Background: an optimization exercise with open tools, aiming at small area, a short achievable clock period and few clock cycles per item. Do not read the settings as production practice.
Only simulation tests tie the RTL to the original design; equivalence was not proved.

==> flow/design.v (outline; a module is shown in full before it is edited, if it fits) <==
// module fadd_s1: 66 lines
// module fadd_s2: 29 lines
// module fmul: 28 lines
// module mul27x25: 1080 lines
// module tab_div: 3 lines
// module tab_sqrt: 3 lines
// module fsgnj: 18 lines
// module fsgnjn: 18 lines
// module fsgnjx: 19 lines
// module fcvtws: 11 lines
// module norm32: 16 lines
// module feq: 20 lines
// module fle: 24 lines
// module inc_pfx: 37 lines
// module fpu_top: 206 lines
module fpu_top
  (input wire         clk,
   input wire         rstn,
   input wire         start,
   input wire [3:0]   op,
   input wire [31:0]  a,
   input wire [31:0]  b,
   output wire        ready,
   output wire        done,
   output wire [31:0] result);
  // ...
==> flow/flow/run.sh <==
#!/bin/bash
export SETUP_SLACK_MARGIN=9
bash standard.sh > standard.log 2>&1
==> flow/standard.sh <==
#!/bin/bash
# synth_recipe.tcl (not shown) runs the flow's synth.tcl, then flattens the netlist and writes it again
# the make line also repeats each setting of config.mk as NAME=value (left out here)
make -C /OpenROAD-flow-scripts/flow DESIGN_CONFIG=/design/flow/config.mk WORK_HOME=/design/flow/orfs CLKGATE_MAP_FILE= SYNTH_SCRIPT=/design/flow/synth_recipe.tcl "${@:-finish}"
==> flow/config.mk <==
export PLATFORM = sky130hd
export DESIGN_NAME = fpu_top
export DESIGN_NICKNAME = fpu_top
export VERILOG_FILES = /design/flow/design.v
export SDC_FILE = /design/flow/constraint.sdc
export NUM_CORES = 8
export LEC_CHECK = 0
export CAP_MARGIN = 20
export CORE_MARGIN = 2
export CORE_UTILIZATION = 45
export SLEW_MARGIN = 20
export TNS_END_PERCENT = 10
==> flow/constraint.sdc <==
create_clock -name core_clock -period 17.5 [get_ports {clk}]
set_input_delay 3.5000 -clock core_clock [delete_from_list [all_inputs] [get_ports {clk}]]
set_output_delay 3.5000 -clock core_clock [all_outputs]
set_load 0.01 [all_outputs]
==> run summary, run 1 <==
Status: complete, no violations
Post-Syn Instances: 10,780
Final cell count without fillers: 12,640
Number of global-route vias before repair: 86,540
GRT overflow: 0
RSZ-0062 raised after global routing: yes
Post-CTS sizing: 540
Synthesized area: 72,440 um^2
Top cell by count, worst path: o21ai_0
Net count after synthesis: 11,510
Slew @ Worst Pin: 1343 ps
Most frequent cells in the layout: 1,103 x a21oi_1, 999 x o21ai_0, 993 x nand2_1, 858 x nor2_1, 546 x inv_1
Hold Path Class: reg2reg
CP Data Required Time: 17,870 ps
Clock Skews: 20.41 ps
Sequential cells: 206
Synth cell count leaders: 1,155 x a21oi_1, 1,056 x o21ai_0, 1,029 x nand2_1
GRT Util Overall: 51.85%
Std-Cell Rows: 147
Area share of and/or/nand/nor cells after synthesis: 20.30%
FMAX: 104.1 MHz
Top cell type's share of synthesized area: 8.291%
Setup tns final: 0 ps
Non-clock buffer share: 8.351%
RePlAce Congestion: 1.110
Testbench counts, summed over its fixed seeds: cycles 57,182, ops 24,000.
==> module fsgnj, before the edit <==
module fsgnj
   (  input wire [31:0]  x1,
      input wire [31:0]  x2,
      output wire [31:0] y,
      output wire        exception);
   wire s1 = x1[31:31];
   wire [7:0] e1 = x1[30:23];
   wire [22:0] m1 = x1[22:0];
   wire s2 = x2[31:31];
   wire [7:0] e2 = x2[30:23];
   wire [22:0] m2 = x2[22:0];
   wire nzm1 = |m1;
   wire nzm2 = |m2;
   assign y = (e1 == 8'd255 && nzm1) ? {s1,8'd255,1'b1,m1[21:0]} :
              (e2 == 8'd255 && nzm2) ? {s2,8'd255,1'b1,m2[21:0]} :  
              {s2,e1,m1};
   assign exception = ((e1 == 8'd255 && nzm1) || (e2 == 8'd255 && nzm2)) ? 1'b1 : 1'b0;
endmodule                                                                         
==> module inc_pfx, before the edit <==
module inc_pfx #(parameter W = 25)
   (  input wire [W-1:0] x,
      input wire         cin,
      output wire [W-1:0] y);
   wire [W-1:0] a1, a2, a3, a4, a5;
   genvar i;
   generate
      for (i = 0; i < W; i = i + 1) begin : bt
         if (i & 1) begin : l1
            assign a1[i] = x[i] & x[i - 1];
         end else begin : k1
            assign a1[i] = x[i];
         end
         if (i & 2) begin : l2
            assign a2[i] = a1[i] & a1[((i >> 1) << 1) - 1];
         end else begin : k2
            assign a2[i] = a1[i];
         end
         if (i & 4) begin : l3
            assign a3[i] = a2[i] & a2[((i >> 2) << 2) - 1];
         end else begin : k3
            assign a3[i] = a2[i];
         end
         if (i & 8) begin : l4
            assign a4[i] = a3[i] & a3[((i >> 3) << 3) - 1];
         end else begin : k4
            assign a4[i] = a3[i];
         end
         if (i & 16) begin : l5
            assign a5[i] = a4[i] & a4[((i >> 4) << 4) - 1];
         end else begin : k5
            assign a5[i] = a4[i];
         end
      end
   endgenerate
   assign y = x ^ {a5[W-2:0] & {(W-1){cin}}, cin};
endmodule
==> module fpu_top, before the edit <==
module fpu_top
  (input wire         clk,
   input wire         rstn,
   input wire         start,
   input wire [3:0]   op,
   input wire [31:0]  a,
   input wire [31:0]  b,
   output wire        ready,
   output wire        done,
   output wire [31:0] result);
   reg                busy;
   reg                done_r;
   reg [3:0]          opr;
   reg [3:0]          cnt;
   reg [31:0]         ra;
   reg [31:0]         rb;
   reg [26:0]         X;         
   reg [24:0]         K;         
   reg [31:0]         PR;        
   reg [25:0]         M;         
   reg [7:0]          EYR;
   reg                RND, SY, NEG;
   assign ready = ~busy;
   assign done = done_r;
   wire               accept = rstn & start & ~busy;
   wire               op_div = (op == 4'd3);
   wire               op_one = (op == 4'd5) | (op == 4'd6) | (op == 4'd7) | (op == 4'd8) | (op == 4'd9) |
                               (op == 4'd10) | (op == 4'd11) | (op == 4'd13) | (op == 4'd14) | (op == 4'd15);
   wire               o_add = (opr == 4'd0) | (opr == 4'd1);
   wire               o_mul = (opr == 4'd2);
   wire               o_div = (opr == 4'd3);
   wire               o_sqrt = (opr == 4'd4);
   wire [25:0]        tdiv_y;
   tab_div _tdiv(.i(b[22:15]), .y(tdiv_y));
   wire [24:0]        ma_in = (|a[30:23] && ~a[23]) ? {2'b01,a[22:0]} : {1'b1,a[22:0],1'b0};
   wire [26:0]        tsqrt_y;
   tab_sqrt _tsqrt(.i(ma_in[24:17]), .y(tsqrt_y));
   wire [50:20]       P = PR[31:1];
   wire               s20 = PR[0];
   wire [24:0]        l_div = ~P[49:25] + {24'b0, ~P[24]};
   wire               rP = P[22] & (P[21] | P[20] | s20 | P[23]);
   wire [25:0]        xo_div = P[48:23] + {25'b0, rP};
   wire               c0 = P[23] & rP;
   wire [22:0]        my_div = P[47:25] + {22'b0, c0 | P[24]};
   wire               m2z = ~|rb[22:0];
   wire [22:0]        x2i = m2z ? 23'b0 : my_div;
   wire [29:0]        n_sq = {1'b0, X, 1'b0} + {2'b0, X};
   wire [30:0]        p_sq = {n_sq, 1'b0} - {1'b0, P[49:20]};
   wire [26:0]        xo_sq;
   inc_pfx #(27) _incs(.x(p_sq[28:2]), .cin(p_sq[1] & (p_sq[0] | p_sq[2])), .y(xo_sq));
   wire [24:0]        mye_sq1, mye_sq0;
   inc_pfx #(25) _incq1(.x({1'b0, X[26:3]}), .cin(X[2]), .y(mye_sq1));
   inc_pfx #(25) _incq0(.x({1'b0, X[25:2]}), .cin(X[1]), .y(mye_sq0));
   wire [24:0]        mye_sq = X[26] ? mye_sq1 : mye_sq0;
   wire [22:0]        my_sq = mye_sq[24] ? 23'b0 : mye_sq[22:0];
   wire [7:0]         ea_r = {{1'b0, ra[30]} + 2'd1, ra[29:24]};
   wire [7:0]         ey_sq = (X[26] ? 8'd254 - ea_r : 8'd253 - ea_r) + {7'b0, mye_sq[24]};
   reg [26:0]         mA;
   reg [24:0]         mB;
   always @(*) begin
      mA = {4'b0001, ra[22:0]};
      mB = {2'b01, rb[22:0]};
      if (o_div) begin
         case (cnt)
           4'd1: begin mA = {1'b0, X[25:0]}; mB = {2'b01, rb[22:0]}; end
           4'd3: begin mA = {1'b0, xo_div}; mB = {2'b01, rb[22:0]}; end
           4'd5: begin mA = {4'b0001, x2i}; mB = {2'b01, ra[22:0]}; end
           default: begin mA = {2'b0, l_div}; mB = X[25:1]; end
         endcase
      end else if (o_sqrt) begin
         case (cnt)
           4'd1, 4'd5: begin mA = X; mB = rb[24:0]; end
           4'd2, 4'd6: begin mA = {2'b0, X[26:2]}; mB = X[26:2]; end
           4'd3, 4'd7: begin mA = {2'b0, K}; mB = P[49:25]; end
           default: begin mA = {4'b0001, my_sq}; mB = {2'b01, ra[22:0]}; end
         endcase
      end
   end
   wire [51:0]        Pm;
   mul27x25 _mul(.a(mA), .b(mB), .p(Pm));
   reg [7:0]          fe1, fe2;
   reg                fsy;
   always @(*) begin
      if (o_div) begin
         fe1 = m2z ? 8'd127 : 8'd126; fe2 = 8'd127; fsy = rb[31] ^ ra[31];
      end else if (o_sqrt) begin
         fe1 = ra[30:23]; fe2 = ey_sq; fsy = 1'b0;
      end else begin
         fe1 = ra[30:23]; fe2 = rb[30:23]; fsy = ra[31] ^ rb[31];
      end
   end
   wire [9:0]         q0_n = {2'b0, ra[30:23]} - {2'b0, rb[30:23]} + {9'd63, m2z};
   wire [21:0]        k_last = {~&fe1 & ~&fe2, fsy, q0_n, {2'b0, fe1} + {2'b0, fe2}};
   wire [31:0]        fmul_y;
   wire               fmul_c;
   fmul _fmul(.es(K[9:0]), .fin(K[21]), .sy(K[20]), .pr(PR), .c(fmul_c), .y(fmul_y));
   wire [9:0]         q0 = K[19:10];
   wire [9:0]         q1 = q0 + 10'd1;
   wire [9:0]         ey_div = fmul_c ? q1 : q0;
   wire [31:0]        fdiv_y = ey_div[9] ? {K[20], 31'b0} :
                               ey_div[8] ? {K[20], 8'd255, 23'b0} :
                               {K[20], ey_div[7:0], fmul_y[22:0]};
   wire               nzm_r = |ra[22:0];
   wire [31:0]        fsqrt_y = (&ra[30:23] && nzm_r) ? {ra[31], 8'd255, 1'b1, ra[21:0]} :
                                (~ra[31] && &ra[30:23] && ~nzm_r) ? {1'b0, 8'd255, 23'b0} :
                                (~|ra) ? 32'b0 :
                                (ra[31] && ~|ra[30:0]) ? {1'b1, 31'b0} :
                                ra[31] ? {1'b1, 8'd255, 1'b1, 22'b0} :
                                (ra == 32'b111111100111011101011) ? 32'b11111011111110011101101100000 : fmul_y;
   wire [25:0]        s1_m;
   wire [7:0]         s1_eyr;
   wire               s1_rnd, s1_sy, s1_near, s1_neg;
   fadd_s1 _fadd1(.x1(ra), .x2(rb), .m(s1_m), .eyr(s1_eyr), .rnd(s1_rnd), .sy(s1_sy),
                  .near(s1_near), .neg(s1_neg));
   wire               o_cvtsw = (opr == 4'd12);
   wire [31:0]        nrm_v = o_cvtsw ? ra : {{6{NEG}}, M};
   wire [31:0]        nrm_a;
   inc_pfx #(32) _inca(.x(nrm_v ^ {32{nrm_v[31]}}), .cin(nrm_v[31]), .y(nrm_a));
   wire [31:0]        nrm_y;
   wire [5:0]         nrm_sh;
   norm32 _norm(.x(o_cvtsw ? nrm_a : {nrm_a[25:0], 6'b0}), .lim(~o_cvtsw), .limit(EYR), .y(nrm_y), .sh(nrm_sh));
   wire               nrm_rnd = nrm_y[7] & (nrm_y[6] | nrm_y[8] | |nrm_y[5:0]);
   wire [31:0]        fadd_y;
   fadd_s2 _fadd2(.x1(ra), .x2(rb), .m(M), .eyr(EYR), .rnd(RND), .sy(SY), .y(fadd_y));
   wire [31:0]        fcvtws_y;
   fcvtws _fcvtws(.x(ra), .y(fcvtws_y));
   wire [31:0]        fsgnj_y, fsgnjn_y, fsgnjx_y;
   wire               feq_y, fle_y;
   wire               e0, e1, e2, e4, e5;
   fsgnj _fsgnj(.x1(ra), .x2(rb), .y(fsgnj_y), .exception(e0));
   fsgnjn _fsgnjn(.x1(ra), .x2(rb), .y(fsgnjn_y), .exception(e1));
   fsgnjx _fsgnjx(.x1(ra), .x2(rb), .y(fsgnjx_y), .exception(e2));
   feq _feq(.x1(ra), .x2(rb), .y(feq_y), .exception(e4));
   fle _fle(.x1(ra), .x2(rb), .y(fle_y), .exception(e5));
   reg [10:0]         rs;
   always @(posedge clk)
     if (accept)
       rs <= {op == 4'd8, op == 4'd0 || op == 4'd1 || op == 4'd12, op == 4'd2, op == 4'd3, op == 4'd4, op == 4'd5, op == 4'd6,
              op == 4'd7, op == 4'd10, op == 4'd11,
              op == 4'd9 || op == 4'd13 || op == 4'd14 || op == 4'd15};
   assign result = ({32{rs[10]}} & fcvtws_y) | ({32{rs[9]}} & fadd_y) | ({32{rs[8]}} & fmul_y) | ({32{rs[7]}} & fdiv_y) |
                   ({32{rs[6]}} & fsqrt_y) | ({32{rs[5]}} & fsgnj_y) | ({32{rs[4]}} & fsgnjn_y) |
                   ({32{rs[3]}} & fsgnjx_y) | {31'b0, rs[2] & feq_y} | {31'b0, rs[1] & fle_y} |
                   ({32{rs[0]}} & ra);
   wire               last = o_div ? (cnt == 4'd5) : o_sqrt ? (cnt == 4'd9) :
                             o_add ? (cnt == 4'd2) | ~s1_near : 1'b1;
   always @(posedge clk) begin
      if (!rstn) begin
         busy <= 1'b0;
         done_r <= 1'b0;
      end else if (accept) begin
         busy <= ~op_one;
         done_r <= op_one;
      end else if (busy) begin
         if (last) begin
            busy <= 1'b0;
            done_r <= 1'b1;
         end
      end else begin
         done_r <= 1'b0;
      end
   end
   always @(posedge clk) begin
      if (accept) begin
         ra <= a;
         rb <= (op == 4'd4) ? {7'b0, ma_in} : (op == 4'd12) ? {a[31], 31'b0} :
               {b[31] ^ (op == 4'd1), b[30:0]};
         opr <= op;
         cnt <= 4'd1;
         X <= op_div ? {1'b0, tdiv_y} : tsqrt_y;
      end else if (busy) begin
         cnt <= cnt + 4'd1;
         if (o_mul | o_div | (o_sqrt & (cnt != 4'd4) & (cnt != 4'd8)))
           PR <= {Pm[50:20], |Pm[19:0]};
         if (o_add & (cnt == 4'd1)) begin
            M <= s1_m;
            EYR <= s1_eyr;
            RND <= s1_rnd;
            SY <= s1_sy;
            NEG <= s1_neg;
         end
         if (o_add & (cnt == 4'd2)) begin
            M <= nrm_y[31:6];
            EYR <= nrm_y[31] ? EYR - {2'b0, nrm_sh} : 8'd0;
            RND <= nrm_rnd;
         end
         if (o_cvtsw) begin
            M <= nrm_y[31:6];
            EYR <= 8'd158 - {2'b0, nrm_sh};
            RND <= nrm_rnd;
            SY <= ra[31];
            ra <= {ra[31], 31'b0};
         end
         if (o_div & (cnt == 4'd3)) X <= {1'b0, xo_div};
         if (o_mul | (o_div & (cnt == 4'd5))) K <= {3'b0, k_last};
         if (o_sqrt) begin
            case (cnt)
              4'd2, 4'd6: K <= P[50:26];
              4'd4, 4'd8: X <= xo_sq;
              4'd9: K <= {3'b0, k_last};
              default: ;
            endcase
         end
      end
   end
endmodule
==> run 2: changes to the inputs <==
--- a/flow/design.v
+++ b/flow/design.v
@@ -125,7 +125,7 @@
               (fin && eo) ? {sy,8'd255,23'b0} : {sy,ey[7:0],my};
 endmodule
-module mul27x25(input wire [26:0] a, input wire [24:0] b, output wire [51:0] p);
-  wire one0 = b[0] ^ 1'b0;
-  wire two0 = (b[1] & ~b[0] & ~1'b0) | (~b[1] & b[0] & 1'b0);
+module mul27x25(input wire [26:0] a, input wire [24:0] b, input wire cin, output wire [51:0] p);
+  wire one0 = b[0] ^ cin;
+  wire two0 = (b[1] & ~b[0] & ~cin) | (~b[1] & b[0] & cin);
   wire neg0 = b[1];
   wire pp0_0 = ((one0 & a[0])) ^ neg0;
@@ -1216,46 +1216,6 @@
    (  input wire [31:0]  x1,
       input wire [31:0]  x2,
-      output wire [31:0] y,
-      output wire        exception);
-   wire s1 = x1[31:31];
-   wire [7:0] e1 = x1[30:23];
-   wire [22:0] m1 = x1[22:0];
-   wire s2 = x2[31:31];
-   wire [7:0] e2 = x2[30:23];
-   wire [22:0] m2 = x2[22:0];
-   wire nzm1 = |m1;
-   wire nzm2 = |m2;
-   assign y = (e1 == 8'd255 && nzm1) ? {s1,8'd255,1'b1,m1[21:0]} :
-              (e2 == 8'd255 && nzm2) ? {s2,8'd255,1'b1,m2[21:0]} :  
-              {s2,e1,m1};
-   assign exception = ((e1 == 8'd255 && nzm1) || (e2 == 8'd255 && nzm2)) ? 1'b1 : 1'b0;
-endmodule                                                                         
-`default_nettype wire
-`default_nettype none
-module fsgnjn
-   (  input wire [31:0]  x1,
-      input wire [31:0]  x2,
-      output wire [31:0] y,
-      output wire        exception);
-   wire s1 = x1[31:31];
-   wire [7:0] e1 = x1[30:23];
-   wire [22:0] m1 = x1[22:0];
-   wire s2 = x2[31:31];
-   wire [7:0] e2 = x2[30:23];
-   wire [22:0] m2 = x2[22:0];
-   wire nzm1 = |m1;
-   wire nzm2 = |m2;
-   assign y = (e1 == 8'd255 && nzm1) ? {s1,8'd255,1'b1,m1[21:0]} :
-              (e2 == 8'd255 && nzm2) ? {s2,8'd255,1'b1,m2[21:0]} :  
-              {~s2,e1,m1};
-   assign exception = ((e1 == 8'd255 && nzm1) || (e2 == 8'd255 && nzm2)) ? 1'b1 : 1'b0;
-endmodule                                                                         
-`default_nettype wire
-`default_nettype none
-module fsgnjx
-   (  input wire [31:0]  x1,
-      input wire [31:0]  x2,
-      output wire [31:0] y,
-      output wire        exception);
+      input wire         sg,
+      output wire [31:0] y);
    wire s1 = x1[31:31];
    wire [7:0] e1 = x1[30:23];
@@ -1266,10 +1226,8 @@
    wire nzm1 = |m1;
    wire nzm2 = |m2;
-   wire sy = s1 ^ s2;
    assign y = (e1 == 8'd255 && nzm1) ? {s1,8'd255,1'b1,m1[21:0]} :
-              (e2 == 8'd255 && nzm2) ? {s2,8'd255,1'b1,m2[21:0]} :  
-              {sy,e1,m1};
-   assign exception = ((e1 == 8'd255 && nzm1) || (e2 == 8'd255 && nzm2)) ? 1'b1 : 1'b0;
-endmodule                                                                         
+              (e2 == 8'd255 && nzm2) ? {s2,8'd255,1'b1,m2[21:0]} :
+              {sg,e1,m1};
+endmodule
 `default_nettype wire
 `default_nettype none
@@ -1361,25 +1319,25 @@
    generate
       for (i = 0; i < W; i = i + 1) begin : bt
-         if (i & 1) begin : l1
+         if ((i & 1) != 0) begin : l1
             assign a1[i] = x[i] & x[i - 1];
          end else begin : k1
             assign a1[i] = x[i];
          end
-         if (i & 2) begin : l2
+         if ((i & 2) != 0) begin : l2
             assign a2[i] = a1[i] & a1[((i >> 1) << 1) - 1];
          end else begin : k2
             assign a2[i] = a1[i];
          end
-         if (i & 4) begin : l3
+         if ((i & 4) != 0) begin : l3
             assign a3[i] = a2[i] & a2[((i >> 2) << 2) - 1];
          end else begin : k3
             assign a3[i] = a2[i];
          end
-         if (i & 8) begin : l4
+         if ((i & 8) != 0) begin : l4
             assign a4[i] = a3[i] & a3[((i >> 3) << 3) - 1];
          end else begin : k4
             assign a4[i] = a3[i];
          end
-         if (i & 16) begin : l5
+         if ((i & 16) != 0) begin : l5
             assign a5[i] = a4[i] & a4[((i >> 4) << 4) - 1];
          end else begin : k5
@@ -1414,4 +1372,5 @@
    reg [7:0]          EYR;
    reg                RND, SY, NEG;
+   reg [10:0]         rs;        
    assign ready = ~busy;
    assign done = done_r;
@@ -1431,33 +1390,33 @@
    wire [50:20]       P = PR[31:1];
    wire               s20 = PR[0];
-   wire [24:0]        l_div = ~P[49:25] + {24'b0, ~P[24]};
    wire               rP = P[22] & (P[21] | P[20] | s20 | P[23]);
    wire [25:0]        xo_div = P[48:23] + {25'b0, rP};
    wire               c0 = P[23] & rP;
-   wire [22:0]        my_div = P[47:25] + {22'b0, c0 | P[24]};
+   wire               cx = c0 | P[24];
    wire               m2z = ~|rb[22:0];
-   wire [22:0]        x2i = m2z ? 23'b0 : my_div;
+   wire               x0 = m2z | (cx & &P[47:25]);
    wire [29:0]        n_sq = {1'b0, X, 1'b0} + {2'b0, X};
    wire [30:0]        p_sq = {n_sq, 1'b0} - {1'b0, P[49:20]};
    wire [26:0]        xo_sq;
    inc_pfx #(27) _incs(.x(p_sq[28:2]), .cin(p_sq[1] & (p_sq[0] | p_sq[2])), .y(xo_sq));
-   wire [24:0]        mye_sq1, mye_sq0;
-   inc_pfx #(25) _incq1(.x({1'b0, X[26:3]}), .cin(X[2]), .y(mye_sq1));
-   inc_pfx #(25) _incq0(.x({1'b0, X[25:2]}), .cin(X[1]), .y(mye_sq0));
-   wire [24:0]        mye_sq = X[26] ? mye_sq1 : mye_sq0;
-   wire [22:0]        my_sq = mye_sq[24] ? 23'b0 : mye_sq[22:0];
+   wire [22:0]        sq_base = X[26] ? X[25:3] : X[24:2];
+   wire               sq_c = X[26] ? X[2] : X[1];
+   wire               sq_z = sq_c & &sq_base;
+   wire               mye24 = X[26] ? (&X[26:3] & X[2]) : (&X[25:2] & X[1]);
    wire [7:0]         ea_r = {{1'b0, ra[30]} + 2'd1, ra[29:24]};
-   wire [7:0]         ey_sq = (X[26] ? 8'd254 - ea_r : 8'd253 - ea_r) + {7'b0, mye_sq[24]};
+   wire [7:0]         ey_sq = (X[26] ? 8'd254 - ea_r : 8'd253 - ea_r) + {7'b0, mye24};
    reg [26:0]         mA;
    reg [24:0]         mB;
+   reg                mC;
    always @(*) begin
       mA = {4'b0001, ra[22:0]};
       mB = {2'b01, rb[22:0]};
+      mC = 1'b0;
       if (o_div) begin
          case (cnt)
            4'd1: begin mA = {1'b0, X[25:0]}; mB = {2'b01, rb[22:0]}; end
            4'd3: begin mA = {1'b0, xo_div}; mB = {2'b01, rb[22:0]}; end
-           4'd5: begin mA = {4'b0001, x2i}; mB = {2'b01, ra[22:0]}; end
-           default: begin mA = {2'b0, l_div}; mB = X[25:1]; end
+           4'd5: begin mA = {4'b0001, ra[22:0]}; mB = {2'b01, x0 ? 23'b0 : P[47:25]}; mC = ~x0 & cx; end
+           default: begin mA = {2'b0, X[25:1]}; mB = ~P[49:25]; mC = ~P[24]; end
          endcase
       end else if (o_sqrt) begin
@@ -1466,10 +1425,10 @@
            4'd2, 4'd6: begin mA = {2'b0, X[26:2]}; mB = X[26:2]; end
            4'd3, 4'd7: begin mA = {2'b0, K}; mB = P[49:25]; end
-           default: begin mA = {4'b0001, my_sq}; mB = {2'b01, ra[22:0]}; end
+           default: begin mA = {4'b0001, ra[22:0]}; mB = {2'b01, sq_z ? 23'b0 : sq_base}; mC = ~sq_z & sq_c; end
          endcase
       end
    end
    wire [51:0]        Pm;
-   mul27x25 _mul(.a(mA), .b(mB), .p(Pm));
+   mul27x25 _mul(.a(mA), .b(mB), .cin(mC), .p(Pm));
    reg [7:0]          fe1, fe2;
    reg                fsy;
@@ -1518,13 +1477,11 @@
    wire [31:0]        fcvtws_y;
    fcvtws _fcvtws(.x(ra), .y(fcvtws_y));
-   wire [31:0]        fsgnj_y, fsgnjn_y, fsgnjx_y;
+   wire [31:0]        fsgnj_y;
    wire               feq_y, fle_y;
-   wire               e0, e1, e2, e4, e5;
-   fsgnj _fsgnj(.x1(ra), .x2(rb), .y(fsgnj_y), .exception(e0));
-   fsgnjn _fsgnjn(.x1(ra), .x2(rb), .y(fsgnjn_y), .exception(e1));
-   fsgnjx _fsgnjx(.x1(ra), .x2(rb), .y(fsgnjx_y), .exception(e2));
+   wire               e4, e5;
+   wire               sg = rs[5] ? rb[31] : rs[4] ? ~rb[31] : ra[31] ^ rb[31];
+   fsgnj _fsgnj(.x1(ra), .x2(rb), .sg(sg), .y(fsgnj_y));
    feq _feq(.x1(ra), .x2(rb), .y(feq_y), .exception(e4));
    fle _fle(.x1(ra), .x2(rb), .y(fle_y), .exception(e5));
-   reg [10:0]         rs;
    always @(posedge clk)
      if (accept)
@@ -1533,6 +1490,6 @@
               op == 4'd9 || op == 4'd13 || op == 4'd14 || op == 4'd15};
    assign result = ({32{rs[10]}} & fcvtws_y) | ({32{rs[9]}} & fadd_y) | ({32{rs[8]}} & fmul_y) | ({32{rs[7]}} & fdiv_y) |
-                   ({32{rs[6]}} & fsqrt_y) | ({32{rs[5]}} & fsgnj_y) | ({32{rs[4]}} & fsgnjn_y) |
-                   ({32{rs[3]}} & fsgnjx_y) | {31'b0, rs[2] & feq_y} | {31'b0, rs[1] & fle_y} |
+                   ({32{rs[6]}} & fsqrt_y) | ({32{rs[5] | rs[4] | rs[3]}} & fsgnj_y) |
+                   {31'b0, rs[2] & feq_y} | {31'b0, rs[1] & fle_y} |
                    ({32{rs[0]}} & ra);
    wire               last = o_div ? (cnt == 4'd5) : o_sqrt ? (cnt == 4'd9) :
==> run 2 against run 1 <==
  * Worst setup slack gained 400 ps
  * Register-to-register slack better by 430 ps
  * Die area down 4.2%
  * Global-route usage fell by 0.45 points
  * Critical endpoint is now X[15]
  * Sequential share of layout area up 0.10 points
  * Still clean
  * Critical path depth decreased by 5
  * Via count down 3.3%
==> run summary, run 2 <==
CP Cell Sequence: clkdlybuf4s50_1, nor4_2, a21o_4, buf_6, nand2_1, a21boi_4, buf_4, buf_4, nor2_1, nor2_1, a211oi_1, a31oi_1, a221oi_1, o311ai_0, a31oi_1
Slew @ Worst Pin: 1392 ps (+48.61 ps)
Clock Latency Late Sink: 660 ps
ANT nets after route: 0
XOR/XNOR Fraction of Synth Area: 4.850%
Final cell count without fillers: 12,190 (-3.6%)
Top flop regs: PR x32, ra x32, rb x32
DIE AREA: 157,200 um^2
TritonRoute pass-1 iters: 14
Area Overhead vs Synth: 16.37%
Clock Skews: 47.94 ps (+27.54 ps)
Number of global-route vias before repair: 83,900 (-3.1%)
Net count after synthesis: 11,020 (-4.2%)
TritonCTS Buffers: 27
Max cap viols: 0
Combinational family with the most area after synthesis: compound AO/OA/AOI/OAI gates
Most frequent cells in the layout: 1,084 x a21oi_1, 991 x nand2_1, 981 x o21ai_0, 780 x nor2_1, 577 x buf_4
GRT overflow: 0 (unchanged)
Fin area: 80,690 um^2
Worst Setup Start Kind: input port
Synth Area per Inst: 6.730 um^2
Count leader, synth: a21oi_1
HPWL Detailed: 289.5 mm
Synth cell count leaders: 1,141 x a21oi_1, 1,049 x o21ai_0, 1,024 x nand2_1
H-tree levels: 1
Adder-Cell Fraction of Synth Area: 15.28%
Setup-failing EPs final: 0
Netlist cell types: 112
Synth Area in Compound Gates: 38.71%
Worst-path fanout max: 65
Synth area leader: edfxtp_1
Core box area: 153,500 um^2
Std-Cell Rows: 144 (-2.0%)
Count of pins over their slew limit: 0
CTS root buf: clkbuf_16
Starting Density: 45.17%
Final Cycle Share: 52.60%
Setup crit end kind: flop
Residual DRC: 0
Area share of and/or/nand/nor cells after synthesis: 19.96% (-0.34 points)
Routed Wire Length: 426.3 mm
CP Data Required Time: 18,010 ps (+140 ps)
Synthesis Warnings: 3
Multiplexer area fraction after synthesis: 3.571%
Post-place setup slack: 6352 ps
Port Buffers: 104
Register area share after synthesis: 8.835%
RSZ-0062 raised after global routing: yes
Status: complete, no violations
Max stage delay on crit path: 1030 ps
Nets@finish: 10,830
Initial antenna violation count: 21
WS Path Type: in2reg
Hold Path Class: reg2reg
Setup tns final: 0 ps (unchanged)
Die width: 396.5 um
Ports: 105
First-pass GRT wire length: 603.3 mm
Fin worst setup slack: 8295 ps
Final Hold Viols: 0
Synth area leaders: edfxtp_1 8.7%, fa_1 8.4%, a21oi_1 8.2%
Critical-path top delay cell: a221oi_1
Relative slew slack: 6.021%
Crit path DAT: 9710 ps
Die H: 396.5 um
Clock-pin transition on the worst setup and hold timing paths: 70 ps
Yosys reg bits: 206
Post-Syn Instances: 10,300 (-4.5%)
Synthesized area: 69,340 um^2 (-4.3%)
Fin crit period: 9205 ps
Vias: 92,730
Largest net degree at the start of global routing: 187
Clock Tree Buf Depth: 3
FMAX: 108.6 MHz (+4.3%)
Fin util: 52.56%
Commonest non-fill, non-tap cell in the layout: a21oi_1
RePlAce Congestion: 1.122 (+1.0%)
CTS tree: yes
CTS Sinks: 206
Placed Area: 72,200 um^2
WL per Instance: 34.97 um
Prevailing post-synth register cell: edfxtp_1
Count of flip-flops with a built-in enable after synthesis: 200
Post-placement cell count: 11,750
Top cell type's share of synthesized area: 8.662% (+0.37 points)
DR iter-0 viols: 18,300
Layout cells sized above 1: 14.88%
Post-DR vias/cell: 7.607
GRT Util Overall: 51.41% (-0.45 points)
FFs w/ async S/R, synth: 0%
## run 2: cell types whose count changed after synthesis, moves of 29 or more
cell,delta
a221oi_1,+79
buf_2,-29
o211ai_1,-52
inv_1,-52
and2_1,-30
a222oi_1,-42
nor3_1,-37
xnor2_1,-81
nor2_1,-57
o22ai_1,-69
## run 2: timing repair
action                     4_1_cts  5_1_grt
hold buffers                     0        0
resized for setup              734      221
cloned                          36        9
setup endpoints to repair      116      112
pin swaps                      134      120
buffers inserted               226      107
## run 2: worst paths after layout
path	start	endpoint	slack, ps	cells past startpoint
min	done_r	done_r	560	1
max reg2reg	X[22]	PR[28]	8330	35
max	a[28]	X[15]	8300	15
min reg2reg	done_r	done_r	560	1
## run 2: metrics by stage
| stage | hold slack (ps) |
|---|---|
| after floorplan | 496.3 |
| after global placement | 537.7 |
| after detailed placement | 540.1 |
| after CTS | 556.7 |
| after global routing | 608.0 |
| final | 557.8 |
## run 2: layout make-up
| type | instances | area (um^2) |
|---|---|---|
| diodes | 14 | 35.03 |
| fillers | 15230 | 72820 |
| clock inverters | 21 | 230.2 |
| flip-flops and latches | 206 | 6127 |
| inverters | 550 | 2185 |
| repair buffers | 826 | 7983 |
| clock buffers | 29 | 683.2 |
| well taps | 2044 | 2557 |
| multi-input cells | 8500 | 60890 |
## run 2: cells by family (layout without fill, tap and decap cells)
logic type	Yosys count	after routing
mux	203	203
other cells	0	14
flops	206	206
compound gates	4186	4188
fa+ha+maj	678	678
buf+inv	1608	1426
xor+xnor	384	384
simple gates	3038	3047
## run 2: critical path: cells and delay by family
family | cells | cell delay [ps]
AO/OA/AOI/OAI | 7 | 2740
buffers and inverters | 4 | 1690
AND/OR/NAND/NOR | 4 | 1720
## run 2: routing by layer
layer / track usage [%] / wire [um]
met1: 65.25 / 152100
met2: 70.38 / 163500
met3: 22.06 / 72510
met4: 32.93 / 37490
met5: 1.262 / 643
Testbench counts of run 2, summed over its fixed seeds: cycles 57,182, ops 24,000.
==> module fadd_s1, before the edit <==
module fadd_s1
   (  input wire [31:0]  x1,
      input wire [31:0]  x2,
      output wire [25:0] m,
      output wire [7:0]  eyr,
      output wire        rnd,
      output wire        sy,
      output wire        near,
      output wire        neg);
   wire s1 = x1[31];
   wire [7:0] e1 = x1[30:23];
   wire [22:0] m1 = x1[22:0];
   wire s2 = x2[31];
   wire [7:0] e2 = x2[30:23];
   wire [22:0] m2 = x2[22:0];
   wire e1z = ~|e1;
   wire e2z = ~|e2;
   wire [23:0] m1a = {~e1z, m1};
   wire [23:0] m2a = {~e2z, m2};
   wire [7:0] e1a = {e1[7:1], e1[0] | e1z};
   wire [7:0] e2a = {e2[7:1], e2[0] | e2z};
   wire eff_add = (s1 == s2);
   wire [8:0] d12 = {1'b0, e1a} - {1'b0, e2a};
   wire [8:0] d21 = {1'b0, e2a} - {1'b0, e1a};
   wire e1gt = d21[8];
   wire e2gt = d12[8];
   wire [7:0] tde = e1gt ? d12[7:0] : d21[7:0];
   wire [4:0] de = (|tde[7:5]) ? 5'd31 : tde[4:0];
   wire sel = {e2a, m2a} >= {e1a, m1a};
   wire ss = sel ? s2 : s1;
   wire zero = eff_add ? ~|m1a & ~|m2a : (e1a == e2a) & (m1a == m2a);
   assign sy = zero ? s1 & s2 : ss;
   wire fsel = e2gt | (~e1gt & (m2a[23] | ~m1a[23]));
   wire [23:0] ms = fsel ? m2a : m1a;
   wire [23:0] mi = fsel ? m1a : m2a;
   wire [7:0] es = fsel ? e2a : e1a;
   wire [26:0] mie = {1'b0, mi, 2'b0};
   wire [26:0] mia = mie >> de;
   wire [26:0] lowmask = ~(27'h7ffffff << de);
   wire tstck = |(mie & lowmask);
   wire [26:0] mye = eff_add ? {1'b0, ms, 2'b0} + mia : {1'b0, ms, 2'b0} - mia;
   wire es254 = (es == 8'd254);
   wire esgt1 = |es[7:1];
   reg [25:0] fmyf;
   reg fstck;
   always @(*) begin
      if (mye[26]) begin
         fmyf = es254 ? {1'b1, 25'b0} : mye[26:1];
         fstck = es254 ? 1'b0 : tstck | mye[0];
      end else if (!mye[25] && esgt1) begin
         fmyf = {mye[24:0], 1'b0};
         fstck = tstck;
      end else begin
         fmyf = mye[25:0];
         fstck = tstck;
      end
   end
   wire [7:0] es_p1 = es254 ? 8'd255 : es + 8'd1;
   wire [7:0] es_m1 = es - 8'd1;
   wire [7:0] feyr = mye[26] ? es_p1 : mye[25] ? es : (esgt1 & mye[24]) ? es_m1 : 8'd0;
   assign near = ~eff_add & ~|de[4:1];
   assign neg = mye[26];
   assign m = near ? mye[25:0] : fmyf;
   assign eyr = near ? es : feyr;
   assign rnd = fmyf[1] & (fmyf[0] | (~fstck & fmyf[2]) | (fstck & eff_add));
endmodule
==> run 3: changes to the inputs <==
--- a/flow/design.v
+++ b/flow/design.v
@@ -34,10 +34,10 @@
    wire fsel = e2gt | (~e1gt & (m2a[23] | ~m1a[23]));
    wire [23:0] ms = fsel ? m2a : m1a;
-   wire [23:0] mi = fsel ? m1a : m2a;
    wire [7:0] es = fsel ? e2a : e1a;
-   wire [26:0] mie = {1'b0, mi, 2'b0};
-   wire [26:0] mia = mie >> de;
+   wire [26:0] mie1 = {1'b0, m1a, 2'b0};
+   wire [26:0] mie2 = {1'b0, m2a, 2'b0};
    wire [26:0] lowmask = ~(27'h7ffffff << de);
-   wire tstck = |(mie & lowmask);
+   wire [26:0] mia = fsel ? (mie1 >> de) : (mie2 >> de);
+   wire tstck = fsel ? |(mie1 & lowmask) : |(mie2 & lowmask);
    wire [26:0] mye = eff_add ? {1'b0, ms, 2'b0} + mia : {1'b0, ms, 2'b0} - mia;
    wire es254 = (es == 8'd254);
@@ -1377,5 +1377,5 @@
    wire               accept = rstn & start & ~busy;
    wire               op_div = (op == 4'd3);
-   wire               op_one = (op == 4'd5) | (op == 4'd6) | (op == 4'd7) | (op == 4'd8) | (op == 4'd9) |
+   wire               op_one = (op == 4'd5) | (op == 4'd6) | (op == 4'd7) | (op == 4'd9) |
                                (op == 4'd10) | (op == 4'd11) | (op == 4'd13) | (op == 4'd14) | (op == 4'd15);
    wire               o_add = (opr == 4'd0) | (opr == 4'd1);
@@ -1406,27 +1406,48 @@
    wire [7:0]         ea_r = {{1'b0, ra[30]} + 2'd1, ra[29:24]};
    wire [7:0]         ey_sq = (X[26] ? 8'd254 - ea_r : 8'd253 - ea_r) + {7'b0, mye24};
-   reg [26:0]         mA;
-   reg [24:0]         mB;
-   reg                mC;
+   reg [6:0]          sa, sb;
+   reg [2:0]          sc;
+   wire [26:0]        mA = ({27{sa[0]}} & {4'b0001, ra[22:0]}) |
+                           ({27{sa[1]}} & {1'b0, X[25:0]}) |
+                           ({27{sa[2]}} & {1'b0, xo_div}) |
+                           ({27{sa[3]}} & {2'b0, X[25:1]}) |
+                           ({27{sa[4]}} & X) |
+                           ({27{sa[5]}} & {2'b0, X[26:2]}) |
+                           ({27{sa[6]}} & {2'b0, K});
+   wire [24:0]        mB = ({25{sb[0]}} & {2'b01, rb[22:0]}) |
+                           ({25{sb[1]}} & {2'b01, x0 ? 23'b0 : P[47:25]}) |
+                           ({25{sb[2]}} & ~P[49:25]) |
+                           ({25{sb[3]}} & rb[24:0]) |
+                           ({25{sb[4]}} & X[26:2]) |
+                           ({25{sb[5]}} & P[49:25]) |
+                           ({25{sb[6]}} & {2'b01, sq_z ? 23'b0 : sq_base});
+   wire               mC = (sc[0] & ~x0 & cx) | (sc[1] & ~P[24]) | (sc[2] & ~sq_z & sq_c);
+   reg [6:0]          sa_n, sb_n;
+   reg [2:0]          sc_n;
    always @(*) begin
-      mA = {4'b0001, ra[22:0]};
-      mB = {2'b01, rb[22:0]};
-      mC = 1'b0;
-      if (o_div) begin
+      sa_n = 7'b0000001; sb_n = 7'b0000001; sc_n = 3'b000;         
+      if (accept) begin
+         if (op == 4'd3) begin sa_n = 7'b0000010; sb_n = 7'b0000001; end         
+         else if (op == 4'd4) begin sa_n = 7'b0010000; sb_n = 7'b0001000; end    
+      end else if (o_div) begin
          case (cnt)
-           4'd1: begin mA = {1'b0, X[25:0]}; mB = {2'b01, rb[22:0]}; end
-           4'd3: begin mA = {1'b0, xo_div}; mB = {2'b01, rb[22:0]}; end
-           4'd5: begin mA = {4'b0001, ra[22:0]}; mB = {2'b01, x0 ? 23'b0 : P[47:25]}; mC = ~x0 & cx; end
-           default: begin mA = {2'b0, X[25:1]}; mB = ~P[49:25]; mC = ~P[24]; end
+           4'd1, 4'd3: begin sa_n = 7'b0001000; sb_n = 7'b0000100; sc_n = 3'b010; end   
+           4'd2: begin sa_n = 7'b0000100; sb_n = 7'b0000001; end                      
+           default: begin sa_n = 7'b0000001; sb_n = 7'b0000010; sc_n = 3'b001; end    
          endcase
       end else if (o_sqrt) begin
          case (cnt)
-           4'd1, 4'd5: begin mA = X; mB = rb[24:0]; end
-           4'd2, 4'd6: begin mA = {2'b0, X[26:2]}; mB = X[26:2]; end
-           4'd3, 4'd7: begin mA = {2'b0, K}; mB = P[49:25]; end
-           default: begin mA = {4'b0001, ra[22:0]}; mB = {2'b01, sq_z ? 23'b0 : sq_base}; mC = ~sq_z & sq_c; end
+           4'd1, 4'd5: begin sa_n = 7'b0100000; sb_n = 7'b0010000; end    
+           4'd2, 4'd6: begin sa_n = 7'b1000000; sb_n = 7'b0100000; end    
+           4'd4: begin sa_n = 7'b0010000; sb_n = 7'b0001000; end          
+           default: begin sa_n = 7'b0000001; sb_n = 7'b1000000; sc_n = 3'b100; end   
          endcase
       end
    end
+   always @(posedge clk) begin
+      sa <= sa_n;
+      sb <= sb_n;
+      sc <= sc_n;
+   end
    wire [51:0]        Pm;
    mul27x25 _mul(.a(mA), .b(mB), .cin(mC), .p(Pm));
@@ -1486,8 +1507,8 @@
    always @(posedge clk)
      if (accept)
-       rs <= {op == 4'd8, op == 4'd0 || op == 4'd1 || op == 4'd12, op == 4'd2, op == 4'd3, op == 4'd4, op == 4'd5, op == 4'd6,
+       rs <= {1'b0, op == 4'd0 || op == 4'd1 || op == 4'd12, op == 4'd2, op == 4'd3, op == 4'd4, op == 4'd5, op == 4'd6,
               op == 4'd7, op == 4'd10, op == 4'd11,
-              op == 4'd9 || op == 4'd13 || op == 4'd14 || op == 4'd15};
-   assign result = ({32{rs[10]}} & fcvtws_y) | ({32{rs[9]}} & fadd_y) | ({32{rs[8]}} & fmul_y) | ({32{rs[7]}} & fdiv_y) |
+              op == 4'd8 || op == 4'd9 || op == 4'd13 || op == 4'd14 || op == 4'd15};
+   assign result = ({32{rs[9]}} & fadd_y) | ({32{rs[8]}} & fmul_y) | ({32{rs[7]}} & fdiv_y) |
                    ({32{rs[6]}} & fsqrt_y) | ({32{rs[5] | rs[4] | rs[3]}} & fsgnj_y) |
                    {31'b0, rs[2] & feq_y} | {31'b0, rs[1] & fle_y} |
@@ -1542,4 +1563,5 @@
             ra <= {ra[31], 31'b0};
          end
+         if (opr == 4'd8) ra <= fcvtws_y;
          if (o_div & (cnt == 4'd3)) X <= {1'b0, xo_div};
          if (o_mul | (o_div & (cnt == 4'd5))) K <= {3'b0, k_last};
==> run 3 against run 2 <==
  * Critical path type is now reg2out
  * Die area shrank 0.17%
  * First-iteration DRC count grew 3.7%
  * Global-route usage shrank 1.1 points
  * Still clean
  * Clock skew grew 28 ps
  * Worst hold slack lost 20 ps
  * Critical path depth grew 1
  * Clock-buffer cell count grew 11
  * Sequential share of layout area grew 0.30 points
==> run summary, run 3 <==
DR iter-0 viols: 18,990 (+3.7%)
Prevailing post-synth register cell: edfxtp_1
CP Data Required Time: 14,000 ps (-4010 ps)
Synth area leader: edfxtp_1
Count leader, synth: o21ai_0
Clock Skews: 76.28 ps (+28.33 ps)
Fin util: 52.58% (about the same)
Crit path DAT: 5550 ps (-4160 ps)
Synth cell count leaders: 1,083 x o21ai_0, 1,052 x a21oi_1, 996 x nand2_1
Clock Tree Buf Depth: 3 (unchanged)
Min-Delay Startpoint: PR[31]
Synthesis Warnings: 3 (unchanged)
GRT overflow: 0 (unchanged)
Core box area: 152,300 um^2 (-0.81%)
R2r setup slk: 8530 ps (+200 ps)
Routed Wire Length: 421.7 mm (-1.1%)
TritonRoute pass-1 iters: 22 (+8)
DIE AREA: 157,000 um^2 (-0.17%)
Cell depth of the worst min-delay path: 2 (+1)
Reg-to-reg startpoint: PR[24]
Synth area leaders: edfxtp_1 8.6%, fa_1 8.4%, o21ai_0 7.8%
Commonest non-fill, non-tap cell in the layout: o21ai_0
Relative slew slack: 13.55% (+7.5 points)
RePlAce Congestion: 1.100 (-2.0%)
Setup tns final: 0 ps (unchanged)
Top cell type's share of synthesized area: 8.633% (-0.029 points)
Placed Area: 71,600 um^2 (-0.84%)
GRT Util Overall: 50.32% (-1.1 points)
CP Cell Sequence: nand4_1, nor4_4, buf_4, buf_4, nand2_1, nand2_1, a21oi_1, nand2_1, nand2_1, a21oi_1, nand2b_1, buf_4, a211oi_2, a222oi_1, nand3_1, clkdlybuf4s50_1
R2r endpoint: PR[31]
Residual DRC: 0 (unchanged)
Port Buffers: 104 (unchanged)
CTS tree: yes
First-pass GRT wire length: 593.0 mm (-1.7%)
Yosys reg bits: 216 (+4.9%)
Register-to-Register Path Depth: 34 (-2.9%)
TritonCTS Buffers: 30 (+11%)
Hold Path Class: reg2reg
Critical-path top delay cell: edfxtp_1
Final Hold Viols: 0 (unchanged)
CTS Sinks: 216 (+4.9%)
Worst Setup Start Kind: flop
RSZ-0062 raised after global routing: yes
Count of flip-flops with a built-in enable after synthesis: 199 (-0.50%)
Vias: 92,150 (-0.62%)
HPWL Detailed: 284.8 mm (-1.6%)
Std-Cell Rows: 143 (-0.69%)
Layout cells sized above 1: 13.83% (-1.1 points)
Number of global-route vias before repair: 83,670 (-0.28%)
Setup-failing EPs final: 0 (unchanged)
Clock Latency Late Sink: 690 ps (+30 ps)
Synth Area per Inst: 6.785 um^2 (+0.82%)
Largest net degree at the start of global routing: 161 (-14%)
Net count after synthesis: 10,920 (-0.91%)
Max cap viols: 0 (unchanged)
ANT nets after route: 0 (unchanged)
Clock-pin transition on the worst setup and hold timing paths: 60 ps (about the same)
Top flop regs: PR x32, ra x32, rb x32
Area Overhead vs Synth: 15.66%
WS Path Type: reg2out
Top cell by count, worst path: nand2_1
Setup crit end kind: primary output
Post-Syn Instances: 10,200 (-0.98%)
Max stage delay on crit path: 600 ps (-430 ps)
Hold Path End: K[24]
Starting Density: 45.46% (+0.29 points)
Count of pins over their slew limit: 0 (unchanged)
Final Cycle Share: 51.72% (-0.88 points)
Register area share after synthesis: 9.124% (+0.29 points)
Fin crit period: 9050 ps (-154.6 ps)
Initial antenna violation count: 18 (-14%)
Slew @ Worst Pin: 1288 ps (-104.5 ps)
Fin area: 80,060 um^2 (-0.78%)
Final cell count without fillers: 12,110 (-0.65%)
H-tree levels: 1 (unchanged)
Synthesized area: 69,220 um^2 (-0.17%)
Die width: 396.2 um (about the same)
Netlist cell types: 113 (+0.89%)
Ports: 105 (unchanged)
Post-DR vias/cell: 7.609 (about the same)
Status: complete, no violations
FMAX: 110.5 MHz (+1.7%)
CTS root buf: clkbuf_16
WL per Instance: 34.82 um (-0.43%)
Worst-path fanout max: 15 (-77%)
Post-placement cell count: 11,620 (-1.1%)
FFs w/ async S/R, synth: 0% (unchanged)
Die H: 396.2 um (about the same)
Most frequent cells in the layout: 1,032 x o21ai_0, 983 x a21oi_1, 954 x nand2_1, 770 x nor2_1, 585 x buf_4
Nets@finish: 10,770 (-0.56%)
==> run 3: cell count changes after synthesis, sizes merged, moves of 28 or more <==
cell,previous run,this run
mux2i,139,171
a21oi,1142,1057
a221oi,197,81
a22oi,121,157
maj3,31,3
o22ai,245,284
nor2,848,812
nand3,310,259
o21ai,1065,1094
o221ai,240,268
nand2,1025,997
a211oi,167,137
==> run 3: worst max-delay path by stage <==
stage | depth (start not counted) | to | start
6_report | 16 | result[17] | PR[24]
5_1_grt | 39 | PR[31] | PR[24]
4_1_cts | 18 | result[13] | PR[3]
3_5_place_dp | 40 | RND | ra[25]
3_3_place_gp | 36 | PR[31] | PR[20]
2_1_floorplan | 38 | PR[31] | PR[8]
==> run 3: cells by family after synthesis <==
kind of cell | count (synthesis) | synth area share [%]
compound gates | 4127 | 38.15
xor+xnor | 416 | 5.296
fa+ha+maj | 651 | 14.92
buf+inv | 1582 | 8.721
flops | 216 | 9.124
mux | 232 | 3.864
simple gates | 2978 | 19.92
==> run 3: area by class of cell <==
type | instances | area (um^2)
repair inverters | 2 | 12.51
clock buffers | 40 | 957.2
well taps | 2030 | 2540
inverters | 538 | 2118
flip-flops and latches | 216 | 6317
clock inverters | 16 | 160.2
fillers | 15060 | 72200
repair buffers | 843 | 8337
multi-input cells | 8418 | 59600
diodes | 8 | 20.02
==> run 3: stage by stage <==
stage               setup WS, ps  hold slack [ps]
finish                      8450            537.5
CTS                         8777            544.8
detailed placement          6500            527.8
global route                8303            567.5
global placement            6907            519.3
floorplan                   8936            496.3
==> run 3: what timing repair did <==
| item | 4_1_cts | 5_1_grt |
|---|---|---|
| setup buffers | 214 | 146 |
| pin swaps | 63 | 115 |
| setup endpoints to repair | 114 | 107 |
| resized for setup | 455 | 264 |
| hold buffers | 0 | 0 |
| cloned | 43 | 23 |
==> run 3: layer usage <==
layer	routed length (um)	part of all wire (%)	global-route usage (%)
met1	146600	35	61.80
met2	165700	39	71.54
met3	68090	16	19.82
met4	40690	9.6	35.18
met5	562	0.13	0
==> run 3: critical path, delay by kind of cell, from the launching register on <==
kind                   cells  cell delay (ps)
AO/OA/AOI/OAI              4             1170
flip-flops                 1              600
buffers and inverters      4             1340
AND/OR/NAND/NOR            8             1740
Testbench counts of run 3, summed over its fixed seeds: cycles 58,171, ops 24,000.
==> run 4: changes to the inputs <==
==> flow/flow/run.sh (replaced) <==
#!/bin/bash
export SETUP_SLACK_MARGIN=10.5
export BUFFER_PORTS_ARGS="-buffer_cell sky130_fd_sc_hd__buf_4"
bash standard.sh > standard.log 2>&1
--- a/flow/config.mk
+++ b/flow/config.mk
@@ -6,4 +6,5 @@
 export NUM_CORES = 8
 export LEC_CHECK = 0
+export ABC_AREA = 1
 export CAP_MARGIN = 20
 export CORE_MARGIN = 2
==> run 4 against run 3 <==
  * Wire length decreased by 8.3%
  * Non-clock buffer count decreased by 242
  * Critical path depth down 3
  * Still clean
  * Register-to-register slack gained 500 ps
  * Global-route usage up 1.5 points
  * First-iteration DRC count fell by 22%
==> run summary, run 4 <==
Fin crit period: 8691 ps (-359.0 ps)
Critical-path top delay cell: nor2_1
Residual DRC: 0 (unchanged)
Worst path depth: 13 (-3)
Status: complete, no violations
Ports: 105 (unchanged)
DIE AREA: 140,700 um^2 (-10%)
Register area share after synthesis: 10.19% (+1.1 points)
Synth Area per Inst: 6.233 um^2 (-8.1%)
Vias: 82,480 (-11%)
Clock Latency Late Sink: 640 ps (-50 ps)
Post-DR vias/cell: 6.949 (-8.7%)
Slew @ Worst Pin: 1247 ps (-40.62 ps)
Min-Delay Startpoint: cnt[3]
Die H: 375.1 um (-5.3%)
Register-to-Register Path Depth: 43 (+26%)
Fillcell total: 13,780 (-8.5%)
Synth cell count leaders: 1,891 x nand2_1, 1,253 x inv_1, 1,001 x o21ai_0
Synthesis Warnings: 3 (unchanged)
WL per Instance: 32.60 um (-6.4%)
FFs w/ async S/R, synth: 0% (unchanged)
FMAX: 115.1 MHz (+4.1%)
Nets@finish: 10,750 (-0.18%)
Cell depth of the worst min-delay path: 2 (unchanged)
Final Hold Viols: 0 (unchanged)
H-tree levels: 1 (unchanged)
Max cap viols: 0 (unchanged)
Fin area: 70,810 um^2 (-12%)
RePlAce Congestion: 1.161 (+5.6%)
Placed Area: 64,840 um^2 (-9.4%)
Core box area: 137,200 um^2 (-9.9%)
Max stage delay on crit path: 700 ps (+100 ps)
Netlist cell types: 86 (-24%)
R2r endpoint: PR[31]
First-pass GRT wire length: 538.4 mm (-9.2%)
CTS Sinks: 216 (unchanged)
Starting Density: 45.18% (-0.28 points)
WS Path Type: reg2out
Hold Path Class: reg2reg
Top cell type's share of synthesized area: 11.45% (+2.8 points)
Crit path DAT: 5190 ps (-360 ps)
CTS tree: yes
GRT Util Overall: 51.84% (+1.5 points)
GRT overflow: 0 (unchanged)
Clock Skews: 35.43 ps (-40.84 ps)
Count of flip-flops with a built-in enable after synthesis: 199 (unchanged)
Worst-path fanout max: 10 (-5)
Most frequent cells in the layout: 1,820 x nand2_1, 1,213 x inv_1, 929 x o21ai_0, 797 x nor2_1, 603 x a21oi_1
Prevailing post-synth register cell: edfxtp_1
Final Cycle Share: 49.66% (-2.1 points)
Die width: 375.1 um (-5.3%)
ANT nets after route: 0 (unchanged)
Count leader, synth: nand2_1
Synth area leaders: nand2_1 11%, edfxtp_1 9.6%, fa_1 9.4%
Count of pins over their slew limit: 0 (unchanged)
Std-Cell Rows: 136 (-4.9%)
TritonRoute pass-1 iters: 12 (-45%)
Layout cells sized above 1: 11.96% (-1.9 points)
Crit path buffers/inverters: 3 (-1)
CTS root buf: clkbuf_16
Setup crit end kind: primary output
Area Overhead vs Synth: 14.26%
R2r setup slk: 9030 ps (+500 ps)
Initial antenna violation count: 33 (+15)
Relative slew slack: 16.31% (+2.8 points)
CP top delay family: simple AND/OR/NAND/NOR gates
Clock-pin transition on the worst setup and hold timing paths: 60 ps (about the same)
Synthesized area: 61,970 um^2 (-10%)
Crit path launch: rb[11]
Port Buffers: 104 (unchanged)
Top flop regs: PR x32, ra x32, rb x32
Yosys reg bits: 216 (unchanged)
Reg-to-reg startpoint: sb[3]
CP Data Required Time: 14,000 ps (about the same)
Post-Syn Instances: 9,942 (-2.5%)
Commonest non-fill, non-tap cell in the layout: nand2_1
TritonCTS Buffers: 29 (-3.3%)
Hold Path End: cnt[3]
Net count after synthesis: 10,660 (-2.4%)
Setup tns final: 0 ps (unchanged)
Hold bufs inserted after CTS: 0 (unchanged)
Number of global-route vias before repair: 75,950 (-9.2%)
Largest net degree at the start of global routing: 114 (-29%)
Worst Setup Start Kind: flop
Clock Tree Buf Depth: 3 (unchanged)
DR iter-0 viols: 14,750 (-22%)
HPWL Detailed: 277.4 mm (-2.6%)
CP Cell Sequence: nor4_2, nand4_1, nand2b_4, buf_4, nand2_1, inv_1, nor2_1, nand3_1, nand2_1, a41oi_1, o21ai_0, o2111ai_1, buf_4
Routed Wire Length: 386.9 mm (-8.3%)
Setup-failing EPs final: 0 (unchanged)
RSZ-0062 raised after global routing: yes
Synth area leader: nand2_1
run 4: changes by cell type after synthesis, moves of 182 or more:
| cell | delta |
|---|---|
| a21oi_1 | -409 |
| clkbuf_1 | -447 |
| inv_1 | +734 |
| nand2_1 | +895 |
| nand3_1 | +303 |
| o221ai_1 | -182 |
| xnor2_1 | -216 |
| xor2_1 | +413 |
run 4: kinds of logic after synthesis:
logic type               count (synthesis)  synth area share (%)
buffers and inverters                 1917                 11.86
AND/OR/NAND/NOR                       3715                 25.42
multiplexers                            14                0.2261
adder cells (fa/ha/maj)                648                 16.62
XOR/XNOR                               613                 8.688
AO/OA/AOI/OAI                         2819                 27.00
flip-flops                             216                 10.19
run 4: per-stage QoR:
stage / hold WS (ps) / setup slack [ps] / instances / util [%]
5_1_grt: 569.2 / 8802 / 11850 / 51.59
3_5_place_dp: 546.1 / 6806 / 11490 / 47.28
2_1_floorplan: 500.0 / 10230 / 9942 / -
6_report: 549.8 / 8809 / 11870 / 51.63
3_3_place_gp: 518.1 / 6953 / 11490 / 47.27
4_1_cts: 553.0 / 9037 / 11660 / 49.37
run 4: final cells by class:
type / count / area, um^2 / share of cell area [%]
clock buffer: 34 / 754.5 / 1.065
inverter: 1348 / 5311 / 7.501
sequential: 216 / 6317 / 8.921
clock inverter: 18 / 161.4 / 0.2279
timing repair buffer: 601 / 5226 / 7.381
timing repair inverter: 6 / 32.53 / 0.04594
antenna: 23 / 57.56 / 0.08128
multi-input combinational: 7828 / 50700 / 71.61
tap: 1794 / 2245 / 3.170
run 4: worst max-delay path by stage:
stage | end | slack, ps
final | result[31] | 8810
after global routing | PR[31] | 8800
after CTS | result[14] | 9040
after detailed placement | PR[24] | 6810
after global placement | PR[24] | 6950
after floorplan | EYR[5] | 10230
run 4: tightest hold or removal path: cells and delay by family (launching register included):
kind	cells	cell delay, ps
AND/OR/NAND/NOR	1	60
AO/OA/AOI/OAI	1	120
flip-flops	1	330
run 4: routing by layer:
layer / share of wire (%) / GRT usage, % / routed length [um]
met2: 40 / 74.98 / 154900
met3: 15 / 19.29 / 57420
met5: 0.058 / 0.03431 / 226
met4: 11 / 43.49 / 43440
met1: 34 / 60.67 / 130900
run 4: timing repair:
action | in CTS | in global routing
pin swaps | 40 | 157
setup buffers | 97 | 155
gates cloned | 20 | 21
endpoints found under the setup margin | 122 | 125
gates resized for setup | 254 | 343

[static timing again, ports no longer ideal]
The results above use ideal ports. As a check the final layouts listed here were re-extracted and re-timed, cells and wires unchanged.
Step 1: set_driving_cell puts a clkbuf_16 on clk and a buf_2 on each other input, an assumption about the parent block.
Step 2 times the ports against the registers' clock, not the clock port: input delays grow and output delays shrink by t, the midpoint of the rising clock arrivals with the driver on.
Three values: ideal, step 1, step 2; two values: the first two.
run | t, ns | setup slack, ns | latest minus earliest clock arrival (ns) | slew at the worst register clock pin (ns) | worst data-port slew with drivers (ns)
run 1 | 0.710 | 7.897 / 7.845 / 7.233 | 0.022 / 0.023 | 0.08 / 0.08 | 0.15
run 2 | 0.732 | 8.295 / 8.216 / 7.627 | 0.048 / 0.049 | 0.08 / 0.08 | 0.17
run 3 | 0.722 | 8.450 / 8.381 / 7.858 | 0.076 / 0.076 | 0.08 / 0.08 | 0.06
run 4 | 0.706 | 8.809 / 8.729 / 8.238 | 0.036 / 0.035 | 0.07 / 0.07 | 0.17
After both steps every run listed still meets setup and hold. For run 2, which loses most, drivers alone change the setup slack by -0.079 ns; drivers and shift together by -0.668 ns.
